Context: an optimization exercise on an open-source flow, tuned for small area. The choices shown serve that exercise and are no tape-out recipe. In this exercise RTL edits were held to simulation tests only and were not proved equivalent to the original. Power and IR drop assume default switching activity.

==> flow/design.v <==
`timescale 1 ns / 1 ps
module FDRE #
(
  parameter [0:0] INIT = 1'b0
)
(
  output reg Q,
  input  wire C,
  input  wire CE,
  input  wire R,
  input  wire D
);
  always @(posedge C)
  begin
    if(R)
      Q <= 1'b0;
    else if(CE)
      Q <= D;
  end
endmodule
`timescale 1 ns / 1 ps
module axi_cfg_register #
(
  parameter integer CFG_DATA_WIDTH = 1024,
  parameter integer AXI_DATA_WIDTH = 32,
  parameter integer AXI_ADDR_WIDTH = 32,
  parameter [CFG_DATA_WIDTH/AXI_DATA_WIDTH-1:0] NON_REG_MASK = 'h0
)
(
  input  wire                        aclk,
  input  wire                        aresetn,
  output wire [CFG_DATA_WIDTH-1:0]   cfg_data,
  input  wire [AXI_ADDR_WIDTH-1:0]   s_axi_awaddr,   
  input  wire                        s_axi_awvalid,  
  output wire                        s_axi_awready,  
  input  wire [AXI_DATA_WIDTH-1:0]   s_axi_wdata,    
  input  wire [AXI_DATA_WIDTH/8-1:0] s_axi_wstrb,    
  input  wire                        s_axi_wvalid,   
  output wire                        s_axi_wready,   
  output wire [1:0]                  s_axi_bresp,    
  output wire                        s_axi_bvalid,   
  input  wire                        s_axi_bready,   
  input  wire [AXI_ADDR_WIDTH-1:0]   s_axi_araddr,   
  input  wire                        s_axi_arvalid,  
  output wire                        s_axi_arready,  
  output wire [AXI_DATA_WIDTH-1:0]   s_axi_rdata,    
  output wire [1:0]                  s_axi_rresp,    
  output wire                        s_axi_rvalid,   
  input  wire                        s_axi_rready    
);
  localparam integer NW = CFG_DATA_WIDTH/AXI_DATA_WIDTH;
  wire       wvalid = s_axi_awvalid & s_axi_wvalid;
  wire [4:0] widx   = s_axi_awaddr[6:2];
  wire [4:0] ridx   = s_axi_araddr[6:2];
  reg  [CFG_DATA_WIDTH-1:0] cfg_reg;
  wire [CFG_DATA_WIDTH-1:0] cfg_next;
  wire [NW*4-1:0]           ld, hd;
  reg                       bvalid_reg, rvalid_reg;
  reg  [AXI_DATA_WIDTH-1:0] rdata_reg;
  wire [AXI_DATA_WIDTH-1:0] rdata_next;
  wire [NW:0]               rsel;
  wire [(NW+1)*AXI_DATA_WIDTH-1:0] rsrc;
  wire [11*AXI_DATA_WIDTH-1:0]     rterm;
  integer j;
  genvar g, k;
  wire       rst = ~aresetn;
  reg  [7:0] nwh, nrh;
  reg  [3:0] nwl, nrl, nwp;
  wire       nrp = ~(aresetn & s_axi_arvalid);
  always @*
  begin
    for(j = 0; j < 8; j = j + 1)
    begin
      nwh[j] = ~(widx[4:2] == j);
      nrh[j] = ~(ridx[4:2] == j);
    end
    for(j = 0; j < 4; j = j + 1)
    begin
      nwl[j] = ~(widx[1:0] == j);
      nrl[j] = ~(ridx[1:0] == j);
      nwp[j] = ~(aresetn & wvalid & s_axi_wstrb[j]);
    end
  end
  generate
    for(g = 0; g < NW*4; g = g + 1)
    begin : BYTES
      dec_nor3 u_ld (.a(nwh[g/16]), .b(nwl[(g/4)%4]), .c(nwp[g%4]), .y(ld[g]));
      dec_nor2 u_hd (.a(rst), .b(ld[g]), .y(hd[g]));
    end
    for(g = 0; g < NW; g = g + 1)
    begin : RSEL
      dec_nor3 u_rs (.a(nrh[g/4]), .b(nrl[g%4]), .c(nrp), .y(rsel[g]));
    end
  endgenerate
  assign rsel[NW] = aresetn & ~s_axi_arvalid;
  generate
    for(g = 0; g < CFG_DATA_WIDTH; g = g + 1)
    begin : BITS
      cfg_bit_mux u_mux (
        .ld(ld[g/8]), .hd(hd[g/8]), .w(s_axi_wdata[g%32]), .q(cfg_reg[g]), .d(cfg_next[g])
      );
    end
    assign rsrc = {rdata_reg, cfg_reg};
    for(k = 0; k < AXI_DATA_WIDTH; k = k + 1)
    begin : RBITS
      for(g = 0; g < 11; g = g + 1)
      begin : TERMS
        rd_aoi3 u_aoi (
          .s0(rsel[3*g]),   .d0(rsrc[(3*g)*32+k]),
          .s1(rsel[3*g+1]), .d1(rsrc[(3*g+1)*32+k]),
          .s2(rsel[3*g+2]), .d2(rsrc[(3*g+2)*32+k]),
          .y(rterm[k*11+g])
        );
      end
      rd_or11 u_or (.n(rterm[k*11+10:k*11]), .y(rdata_next[k]));
    end
  endgenerate
  always @(posedge aclk)
  begin
    cfg_reg   <= cfg_next;
    rdata_reg <= rdata_next;
    bvalid_reg <= aresetn & ~(s_axi_bready & bvalid_reg) & (wvalid | bvalid_reg);
    rvalid_reg <= aresetn & ~(s_axi_rready & rvalid_reg) & (s_axi_arvalid | rvalid_reg);
  end
  assign cfg_data = cfg_reg;
  assign s_axi_bresp = 2'd0;
  assign s_axi_rresp = 2'd0;
  assign s_axi_awready = wvalid;
  assign s_axi_wready = wvalid;
  assign s_axi_bvalid = bvalid_reg;
  assign s_axi_arready = 1'b1;
  assign s_axi_rdata = rdata_reg;
  assign s_axi_rvalid = rvalid_reg;
endmodule
module dec_nor3 (
  input  wire a, b, c,
  output wire y
);
  assign y = ~(a | b | c);
endmodule
module dec_nor2 (
  input  wire a, b,
  output wire y
);
  assign y = ~(a | b);
endmodule
module cfg_bit_mux (
  input  wire ld,
  input  wire hd,
  input  wire w,
  input  wire q,
  output wire d
);
  assign d = (ld & w) | (hd & q);
endmodule
module rd_or11 (
  input  wire [10:0] n,
  output wire        y
);
  wire a, b, c;
  rd_nand4 u_a (.i(n[3:0]), .y(a));
  rd_nand4 u_b (.i(n[7:4]), .y(b));
  rd_nand3 u_c (.i(n[10:8]), .y(c));
  rd_or3   u_y (.i({a, b, c}), .y(y));
endmodule
module rd_nand3 (
  input  wire [2:0] i,
  output wire       y
);
  assign y = ~&i;
endmodule
module rd_or3 (
  input  wire [2:0] i,
  output wire       y
);
  assign y = |i;
endmodule
module rd_nand4 (
  input  wire [3:0] i,
  output wire       y
);
  assign y = ~&i;
endmodule
module rd_aoi3 (
  input  wire s0, d0,
  input  wire s1, d1,
  input  wire s2, d2,
  output wire y
);
  assign y = ~((s0 & d0) | (s1 & d1) | (s2 & d2));
endmodule
export LEC_CHECK = 0
export CAP_MARGIN = 20
export CORE_AREA = 10 10 420 420
export CTS_BUF_LIST = sky130_fd_sc_hd__clkbuf_4 sky130_fd_sc_hd__clkbuf_8
export DIE_AREA = 0 0 430 430
export SLEW_MARGIN = 20
export SYNTH_HIERARCHICAL = 1
export SYNTH_MINIMUM_KEEP_SIZE = 0
create_clock -name core_clock -period 8.0 [get_ports {aclk}]
standard.sh (not shown) runs the stock make flow with config.mk's settings and CLKGATE_MAP_FILE= SYNTH_SCRIPT=/design/flow/synth_recipe.tcl, a recipe that flattens the netlist after the stock synthesis.
==> flow/flow/run.sh <==
#!/bin/bash
# The standard layout (standard.sh, unchanged synthesis, floorplan, power grid and
# tap cells), with one change: the buffers that global placement puts on every
# input and output port are the smallest plain buffer, buf_1, rather than the
# cell OpenROAD picks by default. Repair may still resize them later.
set -euo pipefail
export BUFFER_PORTS_ARGS="-buffer_cell sky130_fd_sc_hd__buf_1"
bash standard.sh > standard.log 2>&1
Change:
==> flow/flow/run.sh (replaced) <==
#!/bin/bash
# The standard layout (standard.sh: unchanged synthesis, floorplan, power grid and
# tap cells), with two changes:
# - the buffers that global placement puts on every input and output port are
#   the smallest plain buffer, buf_1, rather than the cell OpenROAD picks;
# - clock tree synthesis uses set leaf clusters (size and diameter below) and
#   inserts no dummy loads.
set -euo pipefail
export BUFFER_PORTS_ARGS="-buffer_cell sky130_fd_sc_hd__buf_1"
export CTS_ARGS="-sink_clustering_enable -repair_clock_nets -dont_use_dummy_load -buf_list {sky130_fd_sc_hd__clkbuf_16} -sink_clustering_size 32 -sink_clustering_max_diameter 60"
bash standard.sh > standard.log 2>&1
--- a/flow/config.mk
+++ b/flow/config.mk
@@ -7,7 +7,7 @@
 export LEC_CHECK = 0
 export CAP_MARGIN = 20
-export CORE_AREA = 10 10 420 420
-export CTS_BUF_LIST = sky130_fd_sc_hd__clkbuf_4 sky130_fd_sc_hd__clkbuf_8
+export CORE_AREA = 75 75 355 355
 export DIE_AREA = 0 0 430 430
+export PLACE_DENSITY = 0.65
 export SLEW_MARGIN = 20
 export SYNTH_HIERARCHICAL = 1
Result:
- final area went down by 8.0%
- global-route usage went up by 1.4 points
- non-clock buffer count went down by 19
- sequential power is about the same
- power went down by 18%
- core utilization went up by 29 points
- sequential share of layout area went up by 3.8 points
- die area is unchanged
- routed wire length went up by about 16%
- area after synthesis is unchanged
Change:
--- a/flow/flow/run.sh
+++ b/flow/flow/run.sh
@@ -8,4 +8,4 @@
 set -euo pipefail
 export BUFFER_PORTS_ARGS="-buffer_cell sky130_fd_sc_hd__buf_1"
-export CTS_ARGS="-sink_clustering_enable -repair_clock_nets -dont_use_dummy_load -buf_list {sky130_fd_sc_hd__clkbuf_16} -sink_clustering_size 32 -sink_clustering_max_diameter 60"
+export CTS_ARGS="-sink_clustering_enable -repair_clock_nets -dont_use_dummy_load -buf_list {sky130_fd_sc_hd__clkbuf_8} -sink_clustering_size 16 -sink_clustering_max_diameter 50"
 bash standard.sh > standard.log 2>&1
=> The new run finished with timing, DRC and antenna clean. Routed wire length is about the same. First-iteration DRC count goes down by 5.8%. Cell count grows by 0.71%. Power fell by 3.9%. Via count climbs by 0.81%. Final area drops by 0.62%. Core utilization shrinks by 0.36 points.

[what the ideal ports hide]
No port has a modelled driver above. Below, the same layouts with a new extraction and two added sets of constraints. Step 1, drivers: a clkbuf_16 drives aclk and a buf_2 each remaining input, both assumed. Step 2, shift: input delay + t, output delay - t, t = (earliest + latest rising clock arrival at the registers) / 2. This alone moves slack from input paths to output paths. Slacks: ideal / step 1 / step 2; pairs: ideal / step 1.
| run | t, ns | slack for setup (ns) | clock arrival spread, ns | worst register clock-pin slew, ns | pins driven straight from the clock port |
|---|---|---|---|---|---|
| the first run | 0.996 | 3.770 / 3.804 / 2.808 | 0.056 / 0.056 | 0.07 / 0.07 | 1 |
| the second run | 0.672 | 3.673 / 3.676 / 3.004 | 0.118 / 0.118 | 0.11 / 0.11 | 1 |
| the third run | 0.781 | 3.816 / 3.818 / 3.037 | 0.131 / 0.131 | 0.11 / 0.11 | 1 |
After both steps every run listed still meets setup and hold. For the first run, which loses most, drivers alone change the setup slack by +0.034 ns; drivers and shift together by -0.962 ns.
